What follows belongs to an exercise in optimizing a design on an open flow for small area, a short achievable clock period and few clock cycles; a production flow would make more cautious choices.
Only simulation tests tie the RTL to the original design; equivalence was not proved.
Power and IR drop assume default switching activity.

epsilon:
==> flow/design.v <==
module top(
    input  wire        clk,
    input  wire        rst,
    input  wire [63:0] i_data,
    input  wire        start,
    output wire [15:0] address,
    output reg         o_valid,
    output reg  [63:0] out_data,
    output reg         out_valid,
    output reg         done,
    output reg  [15:0] o_address,
    output wire [9:0]  done_cnt
);
    reg  [6:0] n;
    reg  [2:0] m;           
    reg        done_r;
    wire [6:0] n1 = n + 7'd1;
    assign address  = {9'd0, n};
    assign done_cnt = {9'd0, done_r};
    reg row0;               
    reg hopf;               
    reg flush;              
    reg left, right;        
    always @(posedge clk) begin
        if (rst || !start) begin
            n       <= 7'd0;
            m       <= 3'd0;
            o_valid <= 1'b1;
            row0    <= 1'b0;
            hopf    <= 1'b0;
            flush   <= 1'b0;
            left    <= 1'b0;
            right   <= 1'b0;
        end else if (n != 7'd114) begin
            n       <= n1;
            m       <= (m == 3'd4) ? 3'd0 : m + 3'd1;
            o_valid <= (n1 < 7'd100);
            row0    <= (n1 >= 7'd2)  && (n1 < 7'd7);
            hopf    <= (n1 >= 7'd3)  && (n1 < 7'd13);
            flush   <= (n1 >= 7'd102);
            left    <= (m == 3'd3);            
            right   <= (m == 3'd2);            
        end
    end
    always @(posedge clk) begin
        if (rst) begin
            out_valid <= 1'b0;
            done      <= 1'b0;
            done_r    <= 1'b0;
        end else begin
            out_valid <= start && (n >= 7'd14) && (n <= 7'd113);
            done      <= start && (n == 7'd113);
            if (start && n == 7'd113) done_r <= 1'b1;
        end
    end
    function gt16(input [15:0] a, input [15:0] b);
        reg [15:0] g, l;
        reg [7:0] g1, l1;
        reg [3:0] g2, l2;
        reg [1:0] g3, l3;
        integer i;
        begin
            g = a & ~b;
            l = ~a & b;
            for (i = 0; i < 8; i = i + 1) begin
                g1[i] = g[2*i+1] | (~l[2*i+1] & g[2*i]);
                l1[i] = l[2*i+1] | (~g[2*i+1] & l[2*i]);
            end
            for (i = 0; i < 4; i = i + 1) begin
                g2[i] = g1[2*i+1] | (~l1[2*i+1] & g1[2*i]);
                l2[i] = l1[2*i+1] | (~g1[2*i+1] & l1[2*i]);
            end
            for (i = 0; i < 2; i = i + 1) begin
                g3[i] = g2[2*i+1] | (~l2[2*i+1] & g2[2*i]);
                l3[i] = l2[2*i+1] | (~g2[2*i+1] & l2[2*i]);
            end
            gt16 = g3[1] | (~l3[1] & g3[0]);
        end
    endfunction
    function [15:0] max2(input [15:0] a, input [15:0] b);
        max2 = gt16(a, b) ? a : b;
    endfunction
    reg  [255:0] ring [0:4];    
    wire [255:0] head = ring[4];
    wire [63:0]  hQ = head[255:192], hR = head[191:128], hS = head[127:64], hY = head[63:0];
    wire [255:0] r0 = ring[0];
    wire [63:0]  r0R = r0[255:192], r0S = r0[191:128], r0P = r0[127:64], r0X = r0[63:0];
    reg  [63:0]  X;
    wire [63:0]  x = X;
    reg  [63:0]  vout, pn, q1;
    integer j;
    always @(*) begin
        for (j = 0; j < 4; j = j + 1) begin
            vout[16*j +: 16] = (flush || gt16(hQ[16*j +: 16], x[16*j +: 16])) ? hQ[16*j +: 16] : x[16*j +: 16];
            pn[16*j +: 16]   = (!row0 && (flush || gt16(hY[16*j +: 16], x[16*j +: 16])))
                               ? hY[16*j +: 16] : x[16*j +: 16];
            q1[16*j +: 16]   = (!hopf && gt16(r0R[16*j +: 16], r0P[16*j +: 16])) ? r0R[16*j +: 16] : r0P[16*j +: 16];
        end
    end
    always @(posedge clk) begin
        X       <= i_data;
        ring[0] <= {hR, hS, pn, x};
        ring[1] <= {q1, r0S, r0P, r0X};
        ring[2] <= ring[1];
        ring[3] <= ring[2];
        ring[4] <= ring[3];
    end
    reg [63:0] Vr;
    reg [15:0] sp2, sp3, ss1, ss2, sq3;     
    reg [15:0] ps2, pq3;                    
    wire [15:0] q0 = Vr[15:0], q1v = Vr[31:16], q2 = Vr[47:32], q3 = Vr[63:48];
    wire [15:0] p1 = max2(q0, q1v);
    wire [15:0] s2 = max2(q2, q3);
    wire [15:0] p2 = max2(p1, q2);
    wire [15:0] p3 = max2(p1, s2);
    wire [15:0] s1 = max2(q1v, s2);
    wire [15:0] o0 = (!left  && gt16(ps2, sp2)) ? ps2 : sp2;
    wire [15:0] o1 = (!left  && gt16(pq3, sp3)) ? pq3 : sp3;
    wire [15:0] o2 = (!right && gt16(q0, sp3))  ? q0  : sp3;
    wire [15:0] o3 = (!right && gt16(p1, ss1))  ? p1  : ss1;
    always @(posedge clk) begin
        Vr        <= vout;
        sp2       <= p2;
        sp3       <= p3;
        ss1       <= s1;
        ss2       <= s2;
        sq3       <= q3;
        ps2       <= ss2;
        pq3       <= sq3;
        out_data  <= {o3, o2, o1, o0};
        o_address <= {9'd0, n - 7'd14};
    end
endmodule
clock: 16.0 ns
lec_check: 0
cap_margin: 20
core_margin: 2
core_utilization: 40
slew_margin: 20
standard.sh (not shown) runs the stock make flow with config.mk's settings and CLKGATE_MAP_FILE= SYNTH_SCRIPT=/design/flow/synth_recipe.tcl, a recipe that flattens the netlist after the stock synthesis.
==> flow/flow/run.sh <==
#!/bin/bash
# The standard layout (bash standard.sh), with two changes to how it is made; the clock,
# the SDC and the synthesis are unchanged:
#  - timing repair aims at a setup slack of 11.5 ns instead of 0, so the resizer keeps
#    shortening the critical paths well below the 16 ns clock period;
#  - the port buffers are buf_4 cells rather than the resizer's default choice.
set -euo pipefail
bash standard.sh SETUP_SLACK_MARGIN=11.5 "BUFFER_PORTS_ARGS=-buffer_cell sky130_fd_sc_hd__buf_4" "CTS_ARGS=-sink_clustering_enable -repair_clock_nets -buf_list sky130_fd_sc_hd__clkbuf_8 -sink_clustering_size 16 -sink_clustering_max_diameter 50 -dont_use_dummy_load" finish > standard_flow.log 2>&1
Testbench counts of epsilon, summed over its fixed seeds: cycles 2,736.
> inputs changed (epsilon -> gamma)
--- a/flow/design.v
+++ b/flow/design.v
@@ -22,4 +22,5 @@
     reg flush;              
     reg left, right;        
+    reg leftv;              
     always @(posedge clk) begin
         if (rst || !start) begin
@@ -32,4 +33,5 @@
             left    <= 1'b0;
             right   <= 1'b0;
+            leftv   <= 1'b0;
         end else if (n != 7'd114) begin
             n       <= n1;
@@ -41,4 +43,5 @@
             left    <= (m == 3'd3);            
             right   <= (m == 3'd2);            
+            leftv   <= (m == 3'd2);            
         end
     end
@@ -107,13 +110,13 @@
     end
     reg [63:0] Vr;
-    reg [15:0] sp2, sp3, ss1, ss2, sq3;     
-    reg [15:0] ps2, pq3;                    
+    reg [15:0] so0, sp3, ss1, ss2, sq3;     
+    reg [15:0] pq3;                         
     wire [15:0] q0 = Vr[15:0], q1v = Vr[31:16], q2 = Vr[47:32], q3 = Vr[63:48];
     wire [15:0] p1 = max2(q0, q1v);
     wire [15:0] s2 = max2(q2, q3);
-    wire [15:0] p2 = max2(p1, q2);
+    wire [15:0] lq = (!leftv && gt16(ss2, q2)) ? ss2 : q2;
+    wire [15:0] o0n = max2(lq, p1);
     wire [15:0] p3 = max2(p1, s2);
     wire [15:0] s1 = max2(q1v, s2);
-    wire [15:0] o0 = (!left  && gt16(ps2, sp2)) ? ps2 : sp2;
     wire [15:0] o1 = (!left  && gt16(pq3, sp3)) ? pq3 : sp3;
     wire [15:0] o2 = (!right && gt16(q0, sp3))  ? q0  : sp3;
@@ -121,12 +124,11 @@
     always @(posedge clk) begin
         Vr        <= vout;
-        sp2       <= p2;
+        so0       <= o0n;
         sp3       <= p3;
         ss1       <= s1;
         ss2       <= s2;
         sq3       <= q3;
-        ps2       <= ss2;
         pq3       <= sq3;
-        out_data  <= {o3, o2, o1, o0};
+        out_data  <= {o3, o2, o1, so0};
         o_address <= {9'd0, n - 7'd14};
     end
Notes after the runs:
Taking epsilon as the reference, in gamma worst relative slew slack has decreased; area of all placed cells without fillers neither gained nor lost much. Average footprint of a synthesized cell, gamma and epsilon: larger value in gamma. epsilon → gamma: setup skew after layout lower; synthesized-area fraction occupied by xor and xnor cells roughly the same. epsilon has lower worst hold-check slack than gamma. Fraction of power consumed by combinational cells up 0.3 points in gamma wrt epsilon. Per the comparison of gamma with epsilon, share of synthesized cell area in full adder, half adder and majority cells neither gained nor lost much, first-pass GRT wire length shrank by about 0.9%. In gamma, the final critical delay including setup and external delays came out 0.031 ns above the value in epsilon. Re synthesis-to-finish area growth: gamma and epsilon aren't equal, and the lower value belongs to epsilon. Between gamma and epsilon, the global-route usage does not differ in any meaningful way. gamma vs epsilon: die area down slightly.
Testbench counts of gamma, summed over its fixed seeds: cycles 2,736.

* * *

red:
top, a different RTL version from the one above (not shown whole).
Size: about 1500 flip-flops, ~44000 µm² of cells after synthesis.
==> module top, before the edit <==
module top(
    input  wire        clk,
    input  wire        rst,
    input  wire [63:0] i_data,
    input  wire        start,
    output wire [15:0] address,
    output reg         o_valid,
    output reg  [63:0] out_data,
    output reg         out_valid,
    output reg         done,
    output reg  [15:0] o_address,
    output wire [9:0]  done_cnt
);
    reg  [6:0] n;
    reg  [2:0] m;           
    reg        done_r;
    wire [6:0] n1 = n + 7'd1;
    assign address  = {9'd0, n};
    assign done_cnt = {9'd0, done_r};
    reg row0;               
    reg hopf;               
    reg flush;              
    reg left, right;        
    always @(posedge clk) begin
        if (rst || !start) begin
            n       <= 7'd0;
            m       <= 3'd0;
            o_valid <= 1'b1;
            row0    <= 1'b0;
            hopf    <= 1'b0;
            flush   <= 1'b0;
            left    <= 1'b0;
            right   <= 1'b0;
        end else if (n != 7'd113) begin
            n       <= n1;
            m       <= (m == 3'd4) ? 3'd0 : m + 3'd1;
            o_valid <= (n1 < 7'd100);
            row0    <= (n1 >= 7'd3)  && (n1 < 7'd8);
            hopf    <= (n1 >= 7'd4)  && (n1 < 7'd14);
            flush   <= (n1 >= 7'd103);
            left    <= (m == 3'd2);            
            right   <= (m == 3'd1);            
        end
    end
    always @(posedge clk) begin
        if (rst) begin
            out_valid <= 1'b0;
            done      <= 1'b0;
            done_r    <= 1'b0;
        end else begin
            out_valid <= start && (n >= 7'd13) && (n <= 7'd112);
            done      <= start && (n == 7'd112);
            if (start && n == 7'd112) done_r <= 1'b1;
        end
    end
    function gt16(input [15:0] a, input [15:0] b);
        reg [15:0] g, l;
        reg [7:0] g1, l1;
        reg [3:0] g2, l2;
        reg [1:0] g3, l3;
        integer i;
        begin
            g = a & ~b;
            l = ~a & b;
            for (i = 0; i < 8; i = i + 1) begin
                g1[i] = g[2*i+1] | (~l[2*i+1] & g[2*i]);
                l1[i] = l[2*i+1] | (~g[2*i+1] & l[2*i]);
            end
            for (i = 0; i < 4; i = i + 1) begin
                g2[i] = g1[2*i+1] | (~l1[2*i+1] & g1[2*i]);
                l2[i] = l1[2*i+1] | (~g1[2*i+1] & l1[2*i]);
            end
            for (i = 0; i < 2; i = i + 1) begin
                g3[i] = g2[2*i+1] | (~l2[2*i+1] & g2[2*i]);
                l3[i] = l2[2*i+1] | (~g2[2*i+1] & l2[2*i]);
            end
            gt16 = g3[1] | (~l3[1] & g3[0]);
        end
    endfunction
    function [15:0] max2(input [15:0] a, input [15:0] b);
        max2 = gt16(a, b) ? a : b;
    endfunction
    reg  [63:0] X;
    reg  [15:0] sp2, sp3, ss1, ss2, sq3;     
    reg  [15:0] ps2, pq3;                    
    wire [15:0] q0 = X[15:0], q1v = X[31:16], q2 = X[47:32], q3 = X[63:48];
    wire        g01 = gt16(q0, q1v);
    wire [15:0] p1 = g01 ? q0 : q1v;
    wire [15:0] s2 = max2(q2, q3);
    wire [15:0] p2 = max2(p1, q2);
    wire [15:0] p3 = max2(p1, s2);
    wire [15:0] s1 = max2(q1v, s2);
    wire [15:0] o0 = (!left  && gt16(ps2, sp2)) ? ps2 : sp2;
    wire [15:0] o1 = (!left  && gt16(pq3, sp3)) ? pq3 : sp3;
    wire [15:0] o2 = (!right && gt16(q0, sp3))  ? q0  : sp3;
    wire        g0 = gt16(q0, ss1), g1 = gt16(q1v, ss1);
    wire [15:0] o3 = (!right && g0 && g01)  ? q0  :
                     (!right && g1 && !g01) ? q1v : ss1;
    wire [63:0] hx = {o3, o2, o1, o0};
    always @(posedge clk) begin
        X         <= i_data;
        sp2       <= p2;
        sp3       <= p3;
        ss1       <= s1;
        ss2       <= s2;
        sq3       <= q3;
        ps2       <= ss2;
        pq3       <= sq3;
    end
    reg  [255:0] ring [0:4];    
    wire [255:0] head = ring[4];
    wire [63:0]  hQ = head[255:192], hR = head[191:128], hS = head[127:64], hY = head[63:0];
    wire [255:0] r0 = ring[0];
    wire [63:0]  r0R = r0[255:192], r0S = r0[191:128], r0P = r0[127:64], r0X = r0[63:0];
    wire [63:0]  x = hx;
    reg  [63:0]  vout, pn, qn;
    integer j;
    always @(*) begin
        for (j = 0; j < 4; j = j + 1) begin
            vout[16*j +: 16] = (flush || gt16(hQ[16*j +: 16], x[16*j +: 16])) ? hQ[16*j +: 16] : x[16*j +: 16];
            pn[16*j +: 16]   = (!row0 && (flush || gt16(hY[16*j +: 16], x[16*j +: 16])))
                               ? hY[16*j +: 16] : x[16*j +: 16];
            qn[16*j +: 16]   = (!hopf && gt16(r0R[16*j +: 16], r0P[16*j +: 16])) ? r0R[16*j +: 16] : r0P[16*j +: 16];
        end
    end
    always @(posedge clk) begin
        ring[0]   <= {hR, hS, pn, x};
        ring[1]   <= {qn, r0S, r0P, r0X};
        ring[2]   <= ring[1];
        ring[3]   <= ring[2];
        ring[4]   <= ring[3];
        out_data  <= vout;
        o_address <= {9'd0, n - 7'd13};
    end
endmodule
export LEC_CHECK = 0
export ABC_AREA = 1
export CAP_MARGIN = 20
export CORE_MARGIN = 2
export CORE_UTILIZATION = 40
export SLEW_MARGIN = 20
create_clock -name core_clock -period 16.0 [get_ports {clk}]
==> flow/flow/run.sh <==
#!/bin/bash
# The standard layout (bash standard.sh), with two changes to how it is made; the clock,
# the SDC and the synthesis are unchanged:
#  - timing repair aims at a setup slack of 11.5 ns instead of 0, so the resizer keeps
#    shortening the critical paths well below the 16 ns clock period;
#  - the port buffers are buf_4 cells rather than the resizer's default choice;
#  - the clock tree uses the CTS options below (clkbuf_8 buffers, no dummy loads).
set -euo pipefail
bash standard.sh SETUP_SLACK_MARGIN=11.5 "BUFFER_PORTS_ARGS=-buffer_cell sky130_fd_sc_hd__buf_4" "CTS_ARGS=-sink_clustering_enable -repair_clock_nets -buf_list sky130_fd_sc_hd__clkbuf_8 -sink_clustering_size 18 -sink_clustering_max_diameter 55 -dont_use_dummy_load" finish > standard_flow.log 2>&1
Testbench counts of red, summed over its fixed seeds: cycles 2,712.
The following lists how blue was set up differently from red:
--- a/flow/design.v
+++ b/flow/design.v
@@ -18,31 +18,34 @@
     assign address  = {9'd0, n};
     assign done_cnt = {9'd0, done_r};
     reg row0;               
     reg hopf;               
     reg flush;              
     reg left, right;        
+    reg leftx;              
     always @(posedge clk) begin
         if (rst || !start) begin
             n       <= 7'd0;
             m       <= 3'd0;
             o_valid <= 1'b1;
             row0    <= 1'b0;
             hopf    <= 1'b0;
             flush   <= 1'b0;
             left    <= 1'b0;
             right   <= 1'b0;
+            leftx   <= 1'b0;
         end else if (n != 7'd113) begin
             n       <= n1;
             m       <= (m == 3'd4) ? 3'd0 : m + 3'd1;
             o_valid <= (n1 < 7'd100);
             row0    <= (n1 >= 7'd3)  && (n1 < 7'd8);
             hopf    <= (n1 >= 7'd4)  && (n1 < 7'd14);
             flush   <= (n1 >= 7'd103);
             left    <= (m == 3'd2);            
             right   <= (m == 3'd1);            
+            leftx   <= (m == 3'd1);            
         end
     end
     always @(posedge clk) begin
         if (rst) begin
             out_valid <= 1'b0;
             done      <= 1'b0;
@@ -78,36 +81,35 @@
         end
     endfunction
     function [15:0] max2(input [15:0] a, input [15:0] b);
         max2 = gt16(a, b) ? a : b;
     endfunction
     reg  [63:0] X;
-    reg  [15:0] sp2, sp3, ss1, ss2, sq3;     
-    reg  [15:0] ps2, pq3;                    
+    reg  [15:0] so0, sp3, ss1, ss2, sq3;     
+    reg  [15:0] pq3;                         
     wire [15:0] q0 = X[15:0], q1v = X[31:16], q2 = X[47:32], q3 = X[63:48];
     wire        g01 = gt16(q0, q1v);
     wire [15:0] p1 = g01 ? q0 : q1v;
     wire [15:0] s2 = max2(q2, q3);
-    wire [15:0] p2 = max2(p1, q2);
+    wire [15:0] lq = (!leftx && gt16(ss2, q2)) ? ss2 : q2;
+    wire [15:0] o0n = max2(lq, p1);
     wire [15:0] p3 = max2(p1, s2);
     wire [15:0] s1 = max2(q1v, s2);
-    wire [15:0] o0 = (!left  && gt16(ps2, sp2)) ? ps2 : sp2;
     wire [15:0] o1 = (!left  && gt16(pq3, sp3)) ? pq3 : sp3;
     wire [15:0] o2 = (!right && gt16(q0, sp3))  ? q0  : sp3;
     wire        g0 = gt16(q0, ss1), g1 = gt16(q1v, ss1);
     wire [15:0] o3 = (!right && g0 && g01)  ? q0  :
                      (!right && g1 && !g01) ? q1v : ss1;
-    wire [63:0] hx = {o3, o2, o1, o0};
+    wire [63:0] hx = {o3, o2, o1, so0};
     always @(posedge clk) begin
         X         <= i_data;
-        sp2       <= p2;
+        so0       <= o0n;
         sp3       <= p3;
         ss1       <= s1;
         ss2       <= s2;
         sq3       <= q3;
-        ps2       <= ss2;
         pq3       <= sq3;
     end
     reg  [255:0] ring [0:4];    
     wire [255:0] head = ring[4];
     wire [63:0]  hQ = head[255:192], hR = head[191:128], hS = head[127:64], hY = head[63:0];
     wire [255:0] r0 = ring[0];
Notes after the runs:
Comparing blue and red, the higher total placed cells including tap cells is on red.
Number of iterations in the first detailed-routing pass: blue and red compared, higher one is red
Lower count of clock-net buffers in the final layout goes to blue over red.
Going from red to blue, the synthesized area was found to have gone down by 650 µm².
out_data[63]$_DFF_P_ as the startpoint of the most critical setup path was reported by red, and out_data[50]$_DFF_P_ by blue.
Final worst hold slack down 33 ps in blue wrt red
Testbench counts of blue, summed over its fixed seeds: cycles 2,712.

[afterwards: timing with drivers on the ports]
No port has a modelled driver above. Below, the same layouts with a new extraction and two added sets of constraints. Step 1 (the two cells are an assumption about what drives the block):
set clk [get_ports {clk}]
set_driving_cell -lib_cell sky130_fd_sc_hd__clkbuf_16 $clk
set_driving_cell -lib_cell sky130_fd_sc_hd__buf_2 [delete_from_list [all_inputs] $clk]
Step 2 moves the port delays by t, midway between the first and last clock arrival at a register: inputs arrive t later, outputs are due t later. That takes back most of the time a late clock gives input paths. a / b / c = ideal / step 1 / step 2; a / b = the first two.
run	t (ns)	setup slack, ns	hold slack, ns	cell pins on the clock port's net
epsilon	0.835	11.510 / 11.447 / 11.573	0.247 / 0.247 / 0.247	1
gamma	0.861	11.478 / 11.413 / 11.503	0.263 / 0.263 / 0.263	1
red	0.826	11.527 / 11.459 / 11.765	0.278 / 0.278 / 0.278	1
blue	0.808	11.510 / 11.442 / 11.769	0.245 / 0.245 / 0.245	1
After both steps setup and hold are still met in every run listed.
